Background: an optimization exercise with open tools, aiming at small area, a short achievable clock period and few clock cycles. Do not read the settings as production practice.
Where RTL was checked, it was by simulation tests only, not by an equivalence proof against the original.

==> inputs of 02-19 <==
Design MatrixMultUnit, start of the top module:
module MatrixMultUnit(
  input  wire reset_n,
  input  wire clk,
  input  wire dut_valid,
  output wire dut_ready,
  output wire        dut__tb__sram_input_write_enable,
  output wire [15:0] dut__tb__sram_input_write_address,
  output wire [31:0] dut__tb__sram_input_write_data,
  output wire [15:0] dut__tb__sram_input_read_address,
  input  wire [31:0] tb__dut__sram_input_read_data,
  output wire        dut__tb__sram_weight_write_enable,
  output wire [15:0] dut__tb__sram_weight_write_address,
  output wire [31:0] dut__tb__sram_weight_write_data,
  output wire [15:0] dut__tb__sram_weight_read_address,
  input  wire [31:0] tb__dut__sram_weight_read_data,
  output wire        dut__tb__sram_result_write_enable,
  output wire [15:0] dut__tb__sram_result_write_address,
  output wire [31:0] dut__tb__sram_result_write_data,
  output wire [15:0] dut__tb__sram_result_read_address,
  input  wire [31:0] tb__dut__sram_result_read_data,
  output wire        dut__tb__sram_scratchpad_write_enable,
  output wire [15:0] dut__tb__sram_scratchpad_write_address,
  output wire [31:0] dut__tb__sram_scratchpad_write_data,
  output wire [15:0] dut__tb__sram_scratchpad_read_address,
  input  wire [31:0] tb__dut__sram_scratchpad_read_data
);
clock: 10.0 ns
lec_check: 0
abc_clock_period_in_ps: 3000
cap_margin: 20
core_margin: 2
core_utilization: 65
slew_margin: 20
synth_hierarchical: 1
standard.sh (not shown) runs the stock make flow with config.mk's settings and CLKGATE_MAP_FILE= SYNTH_SCRIPT=/design/flow/synth_recipe.tcl, a recipe that flattens the netlist after the stock synthesis.
==> flow/flow/run.sh <==
#!/bin/bash
# The standard layout (standard synthesis included), with timing repair
# aiming at 6.85 ns of setup slack instead of 0.
set -euo pipefail
bash standard.sh SETUP_SLACK_MARGIN=6.85 finish > standard_flow.log 2>&1
==> 07-25: changes against 02-19 <==
==> flow/run.sh (new file) <==
#!/bin/bash
# synth_recipe.tcl (not shown) runs the flow's synth.tcl, then flattens the netlist and writes it again
# the make line also repeats each setting of config.mk as NAME=value (left out here)
make -C /OpenROAD-flow-scripts/flow DESIGN_CONFIG=/design/flow/config.mk WORK_HOME=/design/flow/orfs CLKGATE_MAP_FILE= SYNTH_SCRIPT=/design/flow/synth_recipe.tcl finish
Settings changed: ABC_CLOCK_PERIOD_IN_PS 3000 to unset, SETUP_SLACK_MARGIN set to 5.
removed: flow/flow/run.sh
removed: flow/standard.sh
==> qor summary <==
Result of the run: 02-19 complete, no violations; 07-25 complete, no violations
Final layout net count: 02-19 3629; 07-25 3564
Total instance count after detailed placement: 02-19 3629; 07-25 3645
Final setup skew: 02-19 0.0241 ns; 07-25 0.0244 ns
Sequential share of cell area: 02-19 27.4%; 07-25 27.0%
Drt via density: 02-19 5.92; 07-25 5.92
Area of the multi-input gates: 02-19 19500 um^2; 07-25 19500 um^2
Nature of the critical path endpoint: 02-19 primary output; 07-25 flop
Clock insertion delay at the later pin of the skew report: 02-19 0.60 ns; 07-25 0.59 ns
Number of global-route vias before repair: 02-19 23500; 07-25 22900
Period Utilization, post-route: 02-19 31.5%; 07-25 40.9%
Count of non-filler cells in the finished layout: 02-19 3799; 07-25 3731
Met2 track demand over resource: 02-19 58.3%; 07-25 56.9%
Global-route usage over all layers: 02-19 34.2%; 07-25 32.8%
Worst path required time: 02-19 8.00 ns; 07-25 10.21 ns
Reg2reg start: 02-19 op_a[27]$_DFF_P_; 07-25 state[2]$_DFFE_PN0P_
Slowest Stage Delay on Critical Path: 02-19 0.39 ns; 07-25 0.75 ns
Number of clock buffers inserted by TritonCTS: 02-19 48; 07-25 47
Layout overhead on the synthesized area: 02-19 14.2%; 07-25 12.8%
Testbench counts of 02-19, summed over its fixed seeds: cycles 565,141.
Testbench counts of 07-25, summed over its fixed seeds: cycles 565,141.


==> inputs of run a <==
Another version of the RTL of MatrixMultUnit (not shown whole).
export LEC_CHECK = 0
export ABC_CLOCK_PERIOD_IN_PS = 3000
export CAP_MARGIN = 20
export CORE_MARGIN = 2
export CORE_UTILIZATION = 40
export SLEW_MARGIN = 20
create_clock -name core_clock -period 10.0 [get_ports {clk}]
==> flow/flow/run.sh <==
#!/bin/bash
# Standard layout, with timing repair aiming at 7 ns of setup slack.
set -euo pipefail
bash standard.sh SETUP_SLACK_MARGIN=7 finish > standard_flow.log 2>&1
==> run b: changes against run a <==
==> flow/run.sh (new file) <==
#!/bin/bash
# synth_recipe.tcl (not shown) runs the flow's synth.tcl, then flattens the netlist and writes it again
# the make line also repeats each setting of config.mk as NAME=value (left out here)
make -C /OpenROAD-flow-scripts/flow DESIGN_CONFIG=/design/flow/config.mk WORK_HOME=/design/flow/orfs CLKGATE_MAP_FILE= SYNTH_SCRIPT=/design/flow/synth_recipe.tcl finish
--- a/flow/config.mk
+++ b/flow/config.mk
@@ -7,3 +7,2 @@
 export LEC_CHECK = 0
-export ABC_CLOCK_PERIOD_IN_PS = 3000
 export CAP_MARGIN = 20
removed: flow/flow/run.sh
removed: flow/standard.sh
==> run c: changes against run a <==
==> flow/flow/run.sh (replaced) <==
#!/bin/bash
# Standard layout, with timing repair aiming at 6 ns of setup slack.
set -euo pipefail
bash standard.sh SETUP_SLACK_MARGIN=6 finish > standard_flow.log 2>&1
==> flow_metrics.py <==
metrics = {
    "status": {
        "status": "no timing/DRC/antenna violations",
    },
    "final_layout": {
        "buffers": 304,
        "bufAreaShareNonClock_pct": 8.353,
        "stdcell_area_mm2": 0.03526,
    },
    "clocking": {
        "cts_resized": 0,
        "cts_buffers": 41,
    },
    "routing": {
        "wl_um": 85290,
        "first_pass_iters": 6,
    },
    "critical_path": {
        "cp_data_required_time_ps": 10450,
    },
    "global_routing": {
        "use_met3_pct": 3.989,
    },
}
(the above is from run b)
==> flow_metrics.py <==
metrics = {
    "critical_path": {
        "cp_data_required_time_ps": 10470,
        "crit_family": "compound AO/OA/AOI/OAI gates",
    },
    "clocking": {
        "cts_buffers": 41,
        "cts_resized": 1081,
    },
    "final_layout": {
        "stdcell_area_mm2": 0.04075,
        "bufAreaShareNonClock_pct": 16.90,
    },
    "global_routing": {
        "use_met3_pct": 4.551,
    },
    "routing": {
        "first_pass_iters": 5,
        "wl_um": 100000,
    },
    "status": {
        "status": "no timing/DRC/antenna violations",
    },
}
(the above is from run a)
==> flow_metrics.py <==
metrics = {
    "status": {
        "status": "no timing/DRC/antenna violations",
    },
    "critical_path": {
        "cp_data_required_time_ps": 10460,
    },
    "final_layout": {
        "buffers": 311,
    },
    "global_routing": {
        "use_met3_pct": 4.295,
    },
    "clocking": {
        "cts_buffers": 42,
        "cts_resized": 16,
    },
}
(the above is from run c)
Testbench counts of run a, summed over its fixed seeds: cycles 565,045.
Testbench counts of run b, summed over its fixed seeds: cycles 565,045.
Testbench counts of run c, summed over its fixed seeds: cycles 565,045.


==> run Z: inputs <==
MatrixMultUnit, a different RTL version from the one above (not shown whole).
## MatrixMultUnit
module MatrixMultUnit(
  input  wire reset_n,
  input  wire clk,
  input  wire dut_valid,
  output wire dut_ready,
  output wire        dut__tb__sram_input_write_enable,
  output wire [15:0] dut__tb__sram_input_write_address,
  output wire [31:0] dut__tb__sram_input_write_data,
  output wire [15:0] dut__tb__sram_input_read_address,
  input  wire [31:0] tb__dut__sram_input_read_data,
  output wire        dut__tb__sram_weight_write_enable,
  output wire [15:0] dut__tb__sram_weight_write_address,
  output wire [31:0] dut__tb__sram_weight_write_data,
  output wire [15:0] dut__tb__sram_weight_read_address,
  input  wire [31:0] tb__dut__sram_weight_read_data,
  output wire        dut__tb__sram_result_write_enable,
  output wire [15:0] dut__tb__sram_result_write_address,
  output wire [31:0] dut__tb__sram_result_write_data,
  output wire [15:0] dut__tb__sram_result_read_address,
  input  wire [31:0] tb__dut__sram_result_read_data,
  output wire        dut__tb__sram_scratchpad_write_enable,
  output wire [15:0] dut__tb__sram_scratchpad_write_address,
  output wire [31:0] dut__tb__sram_scratchpad_write_data,
  output wire [15:0] dut__tb__sram_scratchpad_read_address,
  input  wire [31:0] tb__dut__sram_scratchpad_read_data
);
==> flow/config.mk <==
export PLATFORM = sky130hd
export DESIGN_NAME = MatrixMultUnit
export DESIGN_NICKNAME = MatrixMultUnit
export VERILOG_FILES = /design/flow/design.v
export SDC_FILE = /design/flow/constraint.sdc
export NUM_CORES = 4
export LEC_CHECK = 0
export ABC_CLOCK_PERIOD_IN_PS = 3000
export CAP_MARGIN = 20
export CORE_MARGIN = 2
export CORE_UTILIZATION = 40
export SLEW_MARGIN = 20
export SYNTH_HIERARCHICAL = 1
==> flow/constraint.sdc <==
create_clock -name core_clock -period 10.0 [get_ports {clk}]
set_input_delay 2.0000 -clock core_clock [delete_from_list [all_inputs] [get_ports {clk}]]
set_output_delay 2.0000 -clock core_clock [all_outputs]
set_load 0.01 [all_outputs]
==> flow/flow/run.sh <==
#!/bin/bash
# The standard layout (standard synthesis included), with timing repair
# aiming at 7.0 ns of setup slack instead of 0.
set -euo pipefail
bash standard.sh SETUP_SLACK_MARGIN=7.0 finish > standard_flow.log 2>&1
==> run P: changes against run Z <==
--- a/flow/design.v
+++ b/flow/design.v
@@ -165,15 +165,16 @@
     default: begin
       a_addr <= a_base;
       b_addr <= b_base;
     end
   endcase
 end
 always @(posedge clk) begin
-  nd <= n_r * d_r;
+  if (state == S_LOAD2) nd <= 9'd0;
+  else if (state == S_RUN && lt && lj && phase == P_QKV && m == 2'd0) nd <= nd + {4'd0, d_r};
   if (state == S_RUN) dcnt <= 3'd4;
   else dcnt <= dcnt - 3'd1;
 end
 reg        src1;
 reg        first1, first2, first3;
 reg        last1, last2, last3, last4, we;
 reg [31:0] op_a, op_b;
==> flow/flow/run.sh (replaced) <==
#!/bin/bash
# The standard layout (standard synthesis included), with timing repair
# aiming at 6.85 ns of setup slack instead of 0.
set -euo pipefail
bash standard.sh SETUP_SLACK_MARGIN=6.85 finish > standard_flow.log 2>&1
Settings changed: CORE_UTILIZATION 40 to 65.
==> run B: changes against run Z <==
--- a/flow/design.v
+++ b/flow/design.v
@@ -31,15 +31,15 @@
 localparam S_RUN   = 3'd4;    
 localparam S_DRAIN = 3'd5;    
 localparam P_QKV = 2'd0;
 localparam P_S   = 2'd1;
 localparam P_Z   = 2'd2;
 localparam P_END = 2'd3;
 reg  [2:0]  state;
-reg         busy;
+reg         ready;
 reg  [1:0]  phase;
 reg  [1:0]  m;           
 reg  [6:0]  t;           
 reg  [4:0]  j;           
 reg  [4:0]  i;           
 reg  [4:0]  n_r, d_r;
 reg  [6:0]  k_r;
@@ -58,27 +58,27 @@
 wire [11:0] b_inc = b_addr + (is_z ? {7'd0, d_r} : 12'd1);
 wire [11:0] b_col = b_base + 12'd1;
 wire [11:0] nd2 = {2'b00, nd, 1'b0};
 wire [10:0] nd3 = {2'b00, nd} + {1'b0, nd, 1'b0};
 always @(posedge clk or negedge reset_n) begin
   if (!reset_n) begin
     state <= S_IDLE;
-    busy  <= 1'b0;
+    ready <= 1'b1;
   end else begin
     case (state)
-      S_IDLE:  if (dut_valid) begin state <= S_LOAD0; busy <= 1'b1; end
+      S_IDLE:  if (dut_valid) begin state <= S_LOAD0; ready <= 1'b0; end
       S_LOAD0: state <= S_LOAD1;
       S_LOAD1: state <= S_LOAD2;
       S_LOAD2: state <= S_RUN;
       S_RUN:   if (lt & lj & li & (phase != P_QKV)) state <= S_DRAIN;
       S_DRAIN: if (dcnt == 3'd0) begin
-                 if (phase == P_END) begin state <= S_IDLE; busy <= 1'b0; end
+                 if (phase == P_END) begin state <= S_IDLE; ready <= 1'b1; end
                  else state <= S_RUN;
                end
-      default: begin state <= S_IDLE; busy <= 1'b0; end
+      default: begin state <= S_IDLE; ready <= 1'b1; end
     endcase
   end
 end
 always @(posedge clk) begin
   case (state)
     S_IDLE, S_LOAD0: begin
       a_addr <= 11'd0;
@@ -208,15 +208,15 @@
 mmu_mac u_mac (
   .clk(clk),
   .a(op_a),
   .b(op_b),
   .zero_acc(first3),
   .acc(acc)
 );
-assign dut_ready = ~busy;
+assign dut_ready = ready;
 assign dut__tb__sram_input_write_enable   = 1'b0;
 assign dut__tb__sram_input_write_address  = 16'd0;
 assign dut__tb__sram_input_write_data     = 32'd0;
 assign dut__tb__sram_weight_write_enable  = 1'b0;
 assign dut__tb__sram_weight_write_address = 16'd0;
 assign dut__tb__sram_weight_write_data    = 32'd0;
 assign dut__tb__sram_input_read_address      = {5'd0, a_addr};
==> flow/flow/run.sh (replaced) <==
#!/bin/bash
# The standard layout (standard synthesis included), with timing repair
# aiming at 6.9 ns of setup slack instead of 0.
set -euo pipefail
bash standard.sh SETUP_SLACK_MARGIN=6.9 finish > standard_flow.log 2>&1
==> summary of the runs <==
Run B completed with no timing, DRC or antenna violations. Run Z completed with no timing, DRC or antenna violations. Run P completed with no timing, DRC or antenna violations. Flip-flop and latch count is the same in run P and run B. Wire length: run P > run B > run Z. Final area: run P < run B < run Z. Die area: run P < run Z < run B.
==> figures <==
Routed length on met2: run Z 41.2 mm; run B 41.4 mm; run P 43.7 mm
Post-route non-filler standard cell count: run Z 4438; run B 4422; run P 3940
Sequential-to-total area share from yosys stat: run Z 0.312; run B 0.312; run P 0.318
Non-clock inverters: run Z 239; run B 226; run P 229
Outcome: run Z finished clean; run B finished clean; run P finished clean
Antenna violations before repair: run Z 0; run B 0; run P 2
Number of global-route vias before repair: run Z 23500; run B 23300; run P 24100
Placed standard-cell area: run Z 35100 um2; run B 35300 um2; run P 34100 um2
Testbench counts of run B, summed over its fixed seeds: cycles 565,141.
For run Z and run P, only the layout was checked, not whether the RTL still works.

afterwards: timing with drivers on the ports:
No port has a modelled driver above. Below, the same layouts with a new extraction and two added sets of constraints. Step 1 (the two cells are an assumption about what drives the block):
set clk [get_ports {clk}]
set_driving_cell -lib_cell sky130_fd_sc_hd__clkbuf_16 $clk
set_driving_cell -lib_cell sky130_fd_sc_hd__buf_2 [delete_from_list [all_inputs] $clk]
Step 2 times the ports against the registers' clock, not the clock port: input delays grow and output delays shrink by t, the midpoint of the rising clock arrivals with the driver on. Three values: ideal, step 1, step 2; two values: the first two.
run	shift t [ns]	slack for setup (ns)	worst setup path after step 2	worst register clock-pin slew, ns	cell pins on the clock port's net
02-19	0.651	6.850 / 6.789 / 6.771	input to register	0.07 / 0.07	1
07-25	0.637	5.913 / 5.913 / 5.913	register to register	0.06 / 0.06	1
run a of note 2	0.651	6.085 / 6.085 / 6.085	register to register	0.07 / 0.07	1
run b of note 2	0.635	5.454 / 5.454 / 5.454	register to register	0.06 / 0.06	1
run c of note 2	0.647	6.088 / 6.088 / 6.088	register to register	0.07 / 0.07	1
run Z of note 3	0.685	6.806 / 6.742 / 6.596	input to register	0.07 / 0.07	1
run P of note 3	0.670	6.771 / 6.710 / 6.807	register to register	0.07 / 0.07	1
run B of note 3	0.684	6.742 / 6.677 / 6.685	input to register	0.07 / 0.07	1
After both steps setup and hold are still met in every run listed. The setup slack of run Z of note 3, which loses most, moves by -0.064 ns with the drivers and by -0.210 ns with both steps.
